From an optimization exercise on the open Yosys and OpenROAD flow, aimed at small area; shortcuts taken in it are not production practice.
Only simulation tests tie the RTL to the original design; equivalence was not proved.
Power and IR drop assume default switching activity.

old:
==> flow/design.v <==
module cpu (
    input           clk,
    input           rst,
    output          imem_en,
    output          imem_wen,
    output  [31:0]  imem_addr,
    output  [31:0]  imem_wdata,
    input   [31:0]  imem_rdata,
    output          dmem_en,
    output          dmem_wen,
    output  [31:0]  dmem_addr,
    output  [31:0]  dmem_wdata,
    input   [31:0]  dmem_rdata
);
    reg  [2:0]  ph;          
    reg         r2;          
    reg         boot;        
    reg  [31:2] pc;
    reg  [31:0] T;           
    reg  [31:0] D;           
    reg         c;           
    reg         ic;          
    reg         nz;          
    reg  [4:0]  s;           
    reg         sgn;         
    reg  [3:0]  pv1, pv2;    
    wire [31:0] inst = { imem_rdata[7:0], imem_rdata[15:8], imem_rdata[23:16], imem_rdata[31:24] };
    wire [2:0]  f3   = inst[14:12];
    wire o6 = inst[6], o5 = inst[5], o4 = inst[4], o3 = inst[3], o2 = inst[2];
    wire i_br    =  o6 & ~o2;
    wire i_jalr  =  o6 &  o2 & ~o3;
    wire i_jal   =  o6 &  o3;
    wire i_ld    = ~o6 & ~o5 & ~o4;
    wire i_st    = ~o6 &  o5 & ~o4;
    wire i_opi   = ~o6 & ~o5 &  o4 & ~o2;
    wire i_auipc = ~o6 & ~o5 &  o4 &  o2;
    wire i_op    = ~o6 &  o5 &  o4 & ~o2;
    wire i_lui   = ~o6 &  o5 &  o4 &  o2;
    wire i_alu   = i_op | i_opi;
    wire i_sh    = i_alu & (f3[1:0] == 2'b01);
    wire i_slt   = i_alu & (f3[2:1] == 2'b01);
    wire [4:0] rs1 = inst[19:15];
    wire [4:0] rs2 = inst[24:20];
    wire [4:0] rd  = inst[11:7];
    wire fU  = i_lui | i_auipc;
    wire fSB = i_st | i_br;
    wire sx  = inst[31];
    wire [3:0] n0 = { fSB ? inst[10:8] : fU ? 3'b0 : inst[23:21],
                      i_st ? inst[7] : (fU | i_br | i_jal) ? 1'b0 : inst[20] };
    wire [3:0] n1 = { fU ? 3'b0 : inst[27:25],
                      fSB ? inst[11] : fU ? 1'b0 : inst[24] };
    wire [3:0] n2 = { i_br ? inst[7] : i_jal ? inst[20] : fU ? 1'b0 : sx,
                      fU ? 3'b0 : inst[30:28] };
    wire       uj = fU | i_jal;
    reg  [3:0] imm_n;
    always @* begin
        case (ph)
            3'd0: imm_n = n0;
            3'd1: imm_n = n1;
            3'd2: imm_n = n2;
            3'd3: imm_n = uj ? inst[15:12] : {4{sx}};
            3'd4: imm_n = uj ? inst[19:16] : {4{sx}};
            3'd5: imm_n = fU ? inst[23:20] : {4{sx}};
            3'd6: imm_n = fU ? inst[27:24] : {4{sx}};
            default: imm_n = fU ? inst[31:28] : {4{sx}};
        endcase
    end
    wire [31:0] pcw  = { pc, 2'b00 };
    wire [3:0]  pc_n = pcw[4*ph +: 4];
    wire [3:0] tail [0:31];
    wire [3:0] wd;
    wire       rf_we;
    assign tail[0] = 4'b0;
    genvar g;
    generate
        for (g = 1; g < 32; g = g + 1) begin : R
            reg [31:0] q;
            always @(posedge clk)
                q <= { (rf_we && rd == g) ? wd : q[3:0], q[31:4] };
            assign tail[g] = q[3:0];
        end
    endgenerate
    reg [3:0] ra, rb;
    integer i;
    always @* begin
        ra = 4'b0;
        rb = 4'b0;
        for (i = 1; i < 32; i = i + 1) begin
            ra = ra | (tail[i] & {4{rs1 == i}});
            rb = rb | (tail[i] & {4{rs2 == i}});
        end
    end
    wire first = ph == 3'd0;
    wire last  = ph == 3'd7;
    wire       use_pc = i_auipc | i_jal | (i_br & r2);
    wire [3:0] a      = i_lui ? 4'b0 : use_pc ? pc_n : ra;
    wire [3:0] b      = (i_op | (i_br & ~r2)) ? rb : imm_n;
    wire       sub    = (i_op & inst[30] & (f3 == 3'b000)) | i_slt | (i_br & ~r2);
    wire       cin    = first ? sub : c;
    wire       sgnd   = (i_slt | (i_br & ~r2)) & (f3[2] ? ~f3[1] : ~f3[0]) & last;
    wire [3:0] ac     = { a[3] ^ sgnd, a[2:0] };
    wire [3:0] bc     = { b[3] ^ sgnd, b[2:0] } ^ {4{sub}};
    wire [4:0] sum    = {1'b0, ac} + {1'b0, bc} + {4'b0, cin};
    wire [3:0] res    = ~i_alu          ? sum[3:0] :
                        f3 == 3'b100    ? a ^ b :
                        f3 == 3'b110    ? a | b :
                        f3 == 3'b111    ? a & b : sum[3:0];
    wire lt  = ~sum[4];
    wire eq  = ~nz & (a == b);
    wire taken = (f3[2] ? lt : eq) ^ f3[0];
    wire [4:0] inc = {1'b0, pc_n} + {2'b0, first, 2'b0} + {4'b0, ~first & ic};
    wire       left    = ~f3[2];
    wire       fill    = inst[30] & sgn;
    wire       big     = |s[4:3];
    wire       sh_last = ~big | (s == 5'd8);
    wire [11:0] win    = left ? { D[3:0], first ? 4'b0 : pv1, (ph[2:1] == 2'b00) ? 4'b0 : pv2 }
                              : { (ph[2:1] == 2'b11) ? {4{fill}} : D[11:8], last ? {4{fill}} : D[7:4], D[3:0] };
    wire [3:0] o       = left ? (big ? 4'd0 : 4'd8 - {1'b0, s[2:0]})
                              : (big ? 4'd8 : {1'b0, s[2:0]});
    reg  [3:0] sh_n;
    always @* begin
        case (o)
            4'd0: sh_n = win[3:0];
            4'd1: sh_n = win[4:1];
            4'd2: sh_n = win[5:2];
            4'd3: sh_n = win[6:3];
            4'd4: sh_n = win[7:4];
            4'd5: sh_n = win[8:5];
            4'd6: sh_n = win[9:6];
            4'd7: sh_n = win[10:7];
            default: sh_n = win[11:8];
        endcase
    end
    wire [31:0] ldv = { dmem_rdata[7:0], dmem_rdata[15:8], dmem_rdata[23:16], dmem_rdata[31:24] };
    assign wd = ~r2             ? ((i_jal | i_jalr) ? inc[3:0] : res) :
                i_ld            ? (first ? ldv[3:0] : D[3:0]) :
                i_slt           ? {3'b0, first & ~c} :
                                  sh_n;
    assign rf_we = ~boot & (r2 ? (i_ld | (i_sh & sh_last) | i_slt)
                               : ((i_alu & ~i_sh & ~i_slt) | i_lui | i_auipc | i_jal | i_jalr));
    wire t_main = r2 ? i_br : (i_jal | i_jalr | i_ld | i_st);
    wire [3:0] t_in = boot ? {3'b0, ph == 3'd3} : t_main ? sum[3:0] : inc[3:0];
    wire [31:0] tn = { t_in, T[31:4] };
    wire done = boot | (r2 ? ~(i_sh & ~sh_last) : ~(i_ld | i_st | i_sh | i_slt | (i_br & taken)));
    always @(posedge clk) begin
        T  <= tn;
        c  <= sum[4];
        ic <= inc[4];
        nz <= (~first & nz) | (a != b);
        if (~r2 & first) s[3:0] <= b;
        if (~r2 & (ph == 3'd1)) s[4] <= b[0];
        if (~r2 & last) sgn <= ra[3];
        if (r2 & last & ~sh_last) s[4:3] <= s[4:3] - 2'd1;
        pv1 <= D[3:0];
        pv2 <= pv1;
        if (r2 & i_ld & first)
            D <= { ldv[3:0], ldv[31:4] };
        else
            D <= { r2 ? sh_n : i_st ? rb : ra, D[31:4] };
        if (rst) begin
            ph <= 3'd0;
            r2 <= 1'b0;
            boot <= 1'b1;
        end else begin
            ph <= ph + 3'd1;
            if (last) begin
                boot <= 1'b0;
                r2 <= ~done;
                if (done) pc <= tn[31:2];
            end
        end
    end
    assign imem_en    = 1'b1;
    assign imem_wen   = 1'b0;
    assign imem_addr  = pcw;
    assign imem_wdata = 32'h0;
    wire mem = ~boot & r2 & first & (i_ld | i_st);
    assign dmem_en    = mem;
    assign dmem_wen   = mem & i_st;
    assign dmem_addr  = { T[31:2], 2'b00 };
    assign dmem_wdata = { D[7:0], D[15:8], D[23:16], D[31:24] };
endmodule
clock: 13.0 ns
lec_check: 0
abc_area: 1
cap_margin: 20
core_margin: 2
core_utilization: 65
slew_margin: 20
standard.sh (not shown) runs the stock make flow with config.mk's settings and CLKGATE_MAP_FILE= SYNTH_SCRIPT=/design/flow/synth_recipe.tcl, a recipe that flattens the netlist after the stock synthesis.
==> flow/flow/run.sh <==
#!/bin/bash
# The standard layout (standard.sh) with these changes:
#  - after the standard synthesis, its combinational logic is mapped again
#    by ABC (flow/resyn.ys.in) with four area-oriented scripts, and the
#    smallest result is kept; flip-flops keep their cells and names;
#  - ports are buffered with buf_1 instead of the default buffer cell;
#  - clock tree: clkbuf_8 only, sink clusters of up to 18 flops within 80 um,
#    no dummy loads.
set -euo pipefail
cd "$(dirname "$0")/.."
W=$(pwd)
R=$W/orfs/results/sky130hd/cpu/base
LIB=$FLOW_HOME/platforms/sky130hd/lib/sky130_fd_sc_hd__tt_025C_1v80.lib
YOSYS=$FLOW_HOME/../tools/install/yosys/bin/yosys
[ -x "$YOSYS" ] || YOSYS=yosys
export BUFFER_PORTS_ARGS="-buffer_cell sky130_fd_sc_hd__buf_1"
export CTS_ARGS="-sink_clustering_enable -repair_clock_nets -sink_clustering_size 18 -sink_clustering_max_diameter 80 -buf_list sky130_fd_sc_hd__clkbuf_8 -dont_use_dummy_load"

bash standard.sh synth > flow_synth.log 2>&1
cp $R/1_2_yosys.v $W/std_synth.v

SCRIPTS=(
  "+strash; &get -n; &dch -f; &nf -R 1000; &put"
  "+strash; &get -n; &deepsyn -T 60 -S 1; &put; strash; &get -n; &deepsyn -T 60 -S 2; &dch -f; &nf -R 1000; &put"
  "+strash; &get -n; &deepsyn -T 60 -S 7; &put; strash; &get -n; &deepsyn -T 60 -S 3; &dch -f; &nf -R 1000; &put"
  "+strash; &get -n; &deepsyn -T 60 -S 5; &put; strash; &get -n; &deepsyn -T 60 -S 11; &dch -f; &nf -R 1000; &put"
)
flops() { grep -E '^ *sky130_fd_sc_hd__[a-z]*df[a-z]*_[0-9] ' "$1" | sort; }
flops std_synth.v > std_flops.txt
for i in "${!SCRIPTS[@]}"; do
  sed -e "s#@LIB@#$LIB#g" -e "s#@IN@#$W/std_synth.v#g" -e "s#@OUT@#$W/resyn_$i.v#g" \
      -e "s#@SCRIPT@#${SCRIPTS[$i]//&/\\&}#g" flow/resyn.ys.in > resyn_$i.ys
  ( $YOSYS -l resyn_$i.log -s resyn_$i.ys > /dev/null 2>&1 || true ) &
done
wait
best=""; best_area=""
for i in "${!SCRIPTS[@]}"; do
  [ -s resyn_$i.v ] || continue
  flops resyn_$i.v | cmp -s - std_flops.txt || continue
  a=$(grep 'Chip area for top module' resyn_$i.log | awk '{print $NF}')
  [ -n "$a" ] || continue
  echo "candidate $i area $a" >> resyn_choice.log
  if [ -z "$best" ] || awk "BEGIN{exit !($a < $best_area)}"; then best=$i; best_area=$a; fi
done
echo "chosen ${best:-none} $best_area" >> resyn_choice.log
if [ -n "$best" ]; then
  sleep 1
  cp resyn_$best.v $R/1_2_yosys.v
fi
bash standard.sh finish > flow_standard.log 2>&1
Other scripts of this flow, unchanged in this note and not shown: flow/flow/resyn.ys.in
--- input diff old..new ---
-- flow/flow/run.sh --
<<< old, line 7
>>> new, line 7
#  - constant outputs share the synthesis's single tie cell (no tie fanout
#    repair);
<<< old, line 17
>>> new, line 19
export SKIP_REPAIR_TIE_FANOUT=1
==> summary.txt <==
old -> new: clock network power share flat. Largest net degree at the start of global routing (lower): old. Compared with old, new shows a lower final cell count. new does worse than old on detailed placement HPWL.

==> separate check: timing with driven ports <==
How much do the figures lean on ideal ports? The routed layouts below were timed once more, with nothing changed but the port constraints. Step 1 assumes that a clkbuf_16 drives the clock port and a buf_2 every other input. Step 2 moves the port delays by t, midway between the first and last clock arrival at a register: inputs arrive t later, outputs are due t later. That takes back most of the time a late clock gives input paths. a / b / c = no drivers / after step 1 / after step 2; a / b = the first two.
| run | t (ns) | slack for setup (ns) | clock arrival spread, ns | worst slew at a driven data input, ns | pins driven straight from the clock port |
|---|---|---|---|---|---|
| old | 0.684 | 4.421 / 4.447 / 3.763 | 0.046 / 0.046 | 0.04 | 1 |
| new | 0.688 | 4.113 / 4.126 / 3.438 | 0.036 / 0.036 | 0.06 | 1 |
After both steps every run listed still meets setup and hold. The setup slack of new, which loses most, moves by +0.013 ns with the drivers and by -0.675 ns with both steps.
